Source: an optimization exercise on an open RTL-to-GDS flow (aim: small area and a short achievable clock period). Production flows keep margins and buffers that such runs may drop. The RTL was checked by simulation tests, not by an equivalence proof against the original design. Power is estimated from default activity; no workload was simulated.

==> flow/design.v <==
module FPadd (
    input         ADD_SUB,
    input  [31:0] FP_A,
    input  [31:0] FP_B,
    input         clk,
    output reg [31:0] FP_Z
);
    integer i, l;
    wire [7:0]  eA = FP_A[30:23], eB = FP_B[30:23];
    wire        zA = ~|eA, zB = ~|eB;
    wire        ffA = &eA, ffB = &eB;
    reg  [7:0]  elt, eeq;
    always @* begin
        elt = ~eA & eB;
        eeq = ~(eA ^ eB);
        for (l = 0; (1 << l) < 8; l = l + 1)
            for (i = 0; i < 8; i = i + 1)
                if (((i >> l) & 1) == 1) begin
                    elt[i] = elt[i] | (eeq[i] & elt[((i >> l) << l) - 1]);
                    eeq[i] = eeq[i] & eeq[((i >> l) << l) - 1];
                end
    end
    wire [4:0]  dAB = eA[4:0] - eB[4:0];
    wire        c   = zA ^ zB;
    wire [2:0]  hA = eA[7:5], hB = eB[7:5];
    wire        geAB = (eA[4:0] >= eB[4:0]), geBA = (eB[4:0] >= eA[4:0]);
    wire        h2AB = ({1'b0, hA} >= {1'b0, hB} + 4'd2), h2BA = ({1'b0, hB} >= {1'b0, hA} + 4'd2);
    wire        h1AB = ({1'b0, hA} == {1'b0, hB} + 4'd1), h1BA = ({1'b0, hB} == {1'b0, hA} + 4'd1);
    wire        zAB  = h2AB | (h1AB & geAB);
    wire        zBA  = h2BA | (h1BA & geBA);
    wire [23:0] mA = {~zA, FP_A[22:0]}, mB = {~zB, FP_B[22:0]};
    reg  [30:0] lt, eqv;
    always @* begin
        lt  = ~FP_A[30:0] & FP_B[30:0];
        eqv = ~(FP_A[30:0] ^ FP_B[30:0]);
        for (l = 0; (1 << l) < 31; l = l + 1)
            for (i = 0; i < 31; i = i + 1)
                if (((i >> l) & 1) == 1) begin
                    lt[i]  = lt[i] | (eqv[i] & lt[((i >> l) << l) - 1]);
                    eqv[i] = eqv[i] & eqv[((i >> l) << l) - 1];
                end
    end
    wire        swp = lt[30];
    wire        xB  = FP_B[31] ^ ~ADD_SUB;
    reg  [23:0] ma1, mb1;
    reg         sa1, sub1, c1, swp1, zab1, zba1, ii1;
    reg  [4:0]  dab1;
    reg  [7:0]  e1;
    always @(posedge clk) begin
        ma1   <= mA;
        mb1   <= mB;
        sa1   <= FP_A[31];
        sub1  <= FP_A[31] ^ xB;
        c1    <= c;
        swp1  <= swp;
        dab1  <= dAB[4:0];
        zab1  <= zAB;
        zba1  <= zBA;
        e1    <= elt[7] ? eB : eA;
        ii1   <= ffA & ffB & ~ADD_SUB;   
    end
    wire [23:0] L0  = swp1 ? mb1 : ma1;
    wire [23:0] S0  = swp1 ? (ma1 ^ {24{sub1}}) : (mb1 ^ {24{sub1}});
    wire [4:0]  sh  = swp1 ? (~dab1 + {4'd0, ~c1}) : (dab1 - {4'd0, c1});
    wire        shz = swp1 ? zba1 : zab1;
    wire [57:0] sw  = {{31{sub1}}, S0, {3{sub1}}} >> sh;
    wire [26:0] sal = shz ? {27{sub1}} : sw[26:0];
    reg  [23:0] l2;
    reg  [26:0] s2al;
    reg  [7:0]  e2;
    reg         sl2, sub2, nan2;
    always @(posedge clk) begin
        l2    <= L0;
        s2al  <= sal;
        e2    <= e1;
        sl2   <= sa1 ^ (swp1 & sub1);
        sub2  <= sub1;
        nan2  <= ii1 | ((e1 == 8'hFF) & |L0[22:0]);
    end
    wire [27:0] xo = {1'b0, l2, 3'b000};
    wire [27:0] yo = {sub2, s2al};
    reg  [27:0] g, p;
    always @* begin
        g = xo & yo;
        p = xo ^ yo;
        g[0] = g[0] | (p[0] & sub2);
        for (l = 0; (1 << l) < 28; l = l + 1)
            for (i = 0; i < 28; i = i + 1)
                if (((i >> l) & 1) == 1) begin
                    g[i] = g[i] | (p[i] & g[((i >> l) << l) - 1]);
                    p[i] = p[i] & p[((i >> l) << l) - 1];
                end
    end
    wire [27:0] M = (xo ^ yo) ^ {g[26:0], sub2};
    reg  [27:0] m3;
    reg  [7:0]  e3;
    reg         sl3, sub3, nan3;
    always @(posedge clk) begin
        m3   <= {M[27:1], 1'b0};
        e3   <= e2;
        sl3  <= sl2;
        sub3 <= sub2;
        nan3 <= nan2;
    end
    wire [31:0] w = {1'b0, m3[26:0], 1'b1, 3'b000};
    reg  [15:0] v1;  reg [15:0] c1l;
    reg  [7:0]  v2;  reg [15:0] c2l;
    reg  [3:0]  v3;  reg [11:0] c3l;
    reg  [1:0]  v4;  reg [7:0]  c4l;
    reg  [4:0]  cnt1;
    always @* begin
        for (i = 0; i < 16; i = i + 1) begin
            v1[i]  = w[2*i+1] | w[2*i];
            c1l[i] = ~w[2*i+1];
        end
        for (i = 0; i < 8; i = i + 1) begin
            v2[i] = v1[2*i+1] | v1[2*i];
            c2l[2*i+:2] = v1[2*i+1] ? {1'b0, c1l[2*i+1]} : {1'b1, c1l[2*i]};
        end
        for (i = 0; i < 4; i = i + 1) begin
            v3[i] = v2[2*i+1] | v2[2*i];
            c3l[3*i+:3] = v2[2*i+1] ? {1'b0, c2l[2*(2*i+1)+:2]} : {1'b1, c2l[2*(2*i)+:2]};
        end
        for (i = 0; i < 2; i = i + 1) begin
            v4[i] = v3[2*i+1] | v3[2*i];
            c4l[4*i+:4] = v3[2*i+1] ? {1'b0, c3l[3*(2*i+1)+:3]} : {1'b1, c3l[3*(2*i)+:3]};
        end
        cnt1 = v4[1] ? {1'b0, c4l[7:4]} : {1'b1, c4l[3:0]};
    end
    reg  [26:0] msk;
    always @* begin
        for (i = 0; i <= 26; i = i + 1)
            msk[i] = ({1'b0, e3} >= 9'd26 - i);
    end
    wire        zero = ~|m3;
    wire        top  = m3[27] | m3[26];
    wire        isDN = ~top & (e3 == 8'd1);
    wire        keep = top | (e3 == 8'd0) | isDN;
    wire        dnrm = ~|(m3[26:0] & msk);
    reg  [27:0] m4;
    reg  [4:0]  k4;
    reg  [7:0]  e4;
    reg         ez4, s4, nan4, inf4;
    always @(posedge clk) begin
        m4    <= m3;
        k4    <= m3[27] ? 5'd0 : keep ? 5'd1 : dnrm ? e3[4:0] : cnt1;
        e4    <= e3 + 8'd1;
        ez4   <= isDN | (~keep & dnrm) | zero;
        s4    <= sl3 & ~(sub3 & zero);
        nan4  <= nan3;
        inf4  <= (e3 == 8'hFF);   
    end
    wire [28:0] ml = {m4, 1'b0} << k4;
    wire [7:0]  en = ez4 ? 8'd0 : (e4 - {3'b000, k4});
    reg  [24:0] sig5;
    reg  [7:0]  e5;
    reg         s5, nan5, inf5;
    always @(posedge clk) begin
        sig5  <= ml[28:4];
        e5    <= en;
        s5    <= s4;
        nan5  <= nan4;
        inf5  <= inf4;
    end
    reg  [24:0] a;
    always @* begin
        a = sig5;
        for (l = 0; (1 << l) < 25; l = l + 1)
            for (i = 0; i < 25; i = i + 1)
                if (((i >> l) & 1) == 1)
                    a[i] = a[i] & a[((i >> l) << l) - 1];
    end
    wire [22:0] frac = sig5[23:1] ^ a[22:0];
    wire        rc   = a[24];
    wire [7:0]  ez   = rc ? (e5 + 8'd1) : e5;
    wire        infz = inf5 | (ez == 8'hFF);
    always @(posedge clk) begin
        if (nan5)
            FP_Z <= {s5, 8'hFF, 23'h400000};
        else if (infz)
            FP_Z <= {s5, 8'hFF, 23'h000000};
        else
            FP_Z <= {s5, ez, frac};
    end
endmodule
==> flow/config.mk <==
export PLATFORM = sky130hd
export DESIGN_NAME = FPadd
export DESIGN_NICKNAME = FPadd
export VERILOG_FILES = /design/flow/design.v
export SDC_FILE = /design/flow/constraint.sdc
export NUM_CORES = 4
export LEC_CHECK = 0
export ABC_AREA = 1
export CAP_MARGIN = 20
export CORE_MARGIN = 2
export CORE_UTILIZATION = 40
export CTS_BUF_LIST = sky130_fd_sc_hd__clkbuf_8
export SETUP_SLACK_MARGIN = 4.1
export SLEW_MARGIN = 20
==> flow/constraint.sdc <==
create_clock -name core_clock -period 7.0 [get_ports {clk}]
set_input_delay 1.4000 -clock core_clock [delete_from_list [all_inputs] [get_ports {clk}]]
set_output_delay 1.4000 -clock core_clock [all_outputs]
set_load 0.01 [all_outputs]
standard.sh (not shown) runs the stock make flow with config.mk's settings and CLKGATE_MAP_FILE= SYNTH_SCRIPT=/design/flow/synth_recipe.tcl, a recipe that flattens the netlist after the stock synthesis.
==> flow/flow/run.sh <==
#!/bin/bash
# The standard layout (standard.sh: the standard ORFS synthesis through
# finish, unchanged) with two differences in how the layout is made:
#  - the buffers that global placement puts on every input and output port
#    are buf_2 cells instead of the default pick (clkdlybuf4s50_1, a slow
#    clock-delay cell);
#  - clock tree synthesis builds the tree from clkbuf_8 cells, clusters up to
#    16 flip-flops within 80 um on each leaf buffer, and inserts no dummy
#    loads.
# standard.sh's output goes to standard.log here; ORFS keeps each step's full
# log under orfs/logs/.
set -euo pipefail
cd "$(dirname "$0")/.."
export BUFFER_PORTS_ARGS="-buffer_cell sky130_fd_sc_hd__buf_2"
export CTS_ARGS="-sink_clustering_enable -repair_clock_nets -dont_use_dummy_load -buf_list sky130_fd_sc_hd__clkbuf_8 -sink_clustering_size 16 -sink_clustering_max_diameter 80"
bash standard.sh > standard.log 2>&1
The starting point produced a clean layout.
Rerun with:
==> flow/flow/run.sh (replaced) <==
#!/bin/bash
# The standard layout (standard.sh: the standard ORFS synthesis through
# finish, unchanged) with two differences in how the layout is made:
#  - the buffers that global placement puts on every input and output port
#    are buf_2 cells instead of the default pick (clkdlybuf4s50_1, a slow
#    clock-delay cell);
#  - clock tree synthesis inserts no dummy loads.
set -euo pipefail
cd "$(dirname "$0")/.."
export BUFFER_PORTS_ARGS="-buffer_cell sky130_fd_sc_hd__buf_2"
export CTS_ARGS="-sink_clustering_enable -repair_clock_nets -dont_use_dummy_load -buf_list sky130_fd_sc_hd__clkbuf_8 -sink_clustering_size 12 -sink_clustering_max_diameter 80"
bash standard.sh > standard.log 2>&1
- ABC_AREA: 1 -> not set
- SETUP_SLACK_MARGIN: 4.1 -> 4.3
Result: The changed run completed with no timing, DRC or antenna violations; final cell count is lower by about a fifth; power rose slightly; cell area stays flat; utilization rises by 2.8 points; sequential power is about the same; routed wire length falls by roughly a tenth; clock-buffer cell count climbs by 5.
Rerun with:
--- a/flow/flow/run.sh
+++ b/flow/flow/run.sh
@@ -10,3 +10,3 @@
 export BUFFER_PORTS_ARGS="-buffer_cell sky130_fd_sc_hd__buf_2"
-export CTS_ARGS="-sink_clustering_enable -repair_clock_nets -dont_use_dummy_load -buf_list sky130_fd_sc_hd__clkbuf_8 -sink_clustering_size 12 -sink_clustering_max_diameter 80"
+export CTS_ARGS="-sink_clustering_enable -repair_clock_nets -dont_use_dummy_load -buf_list sky130_fd_sc_hd__clkbuf_8 -sink_clustering_size 16 -sink_clustering_max_diameter 80"
 bash standard.sh > standard.log 2>&1
Die area stays the same.
Setup slack is better by 40 ps.
Global-route usage shrinks by 0.27 points.
Rerun with:
--- a/flow/flow/run.sh
+++ b/flow/flow/run.sh
@@ -6,3 +6,7 @@
 #    clock-delay cell);
-#  - clock tree synthesis inserts no dummy loads.
+#  - clock tree synthesis builds the tree from clkbuf_8 cells, clusters up to
+#    16 flip-flops within 80 um on each leaf buffer, and inserts no dummy
+#    loads.
+# standard.sh's output goes to standard.log here; ORFS keeps each step's full
+# log under orfs/logs/.
 set -euo pipefail
- GPL_TIMING_DRIVEN: not set -> 0
Effect: Count of clock-buffer cells in the layout stays the same. Sequential cell count stays the same. Worst setup slack degrades by 86 ps.

[port drivers added, routing unchanged]
In the flow no input, the clock included, has a driving cell. The finished layouts below were timed again as built, in two steps.
Step 1 assumes that a clkbuf_16 drives the clock port and a buf_2 every other input.
Step 2 adds t to the input delays and takes it off the output delays; t is the mean of the earliest and latest rising clock arrival at the registers after step 1. Input paths then give back, and output paths get back, about the clock's delay inside the block.
Slacks: ideal / step 1 / step 2; pairs: ideal / step 1.
| run | t (ns) | setup WS [ns] | clock arrival spread, ns | cell pins on the clock port's net |
|---|---|---|---|---|
| the first run | 0.616 | 4.310 / 4.310 / 3.869 | 0.066 / 0.066 | 1 |
| the second run | 0.587 | 4.329 / 4.329 / 3.866 | 0.089 / 0.090 | 1 |
| the third run | 0.583 | 4.369 / 4.369 / 3.832 | 0.039 / 0.040 | 1 |
| the fourth run | 0.592 | 4.283 / 4.283 / 3.838 | 0.076 / 0.077 | 1 |
After both steps setup and hold are still met in every run listed. The setup slack of the third run, which loses most, moves by 0.000 ns with the drivers and by -0.537 ns with both steps.
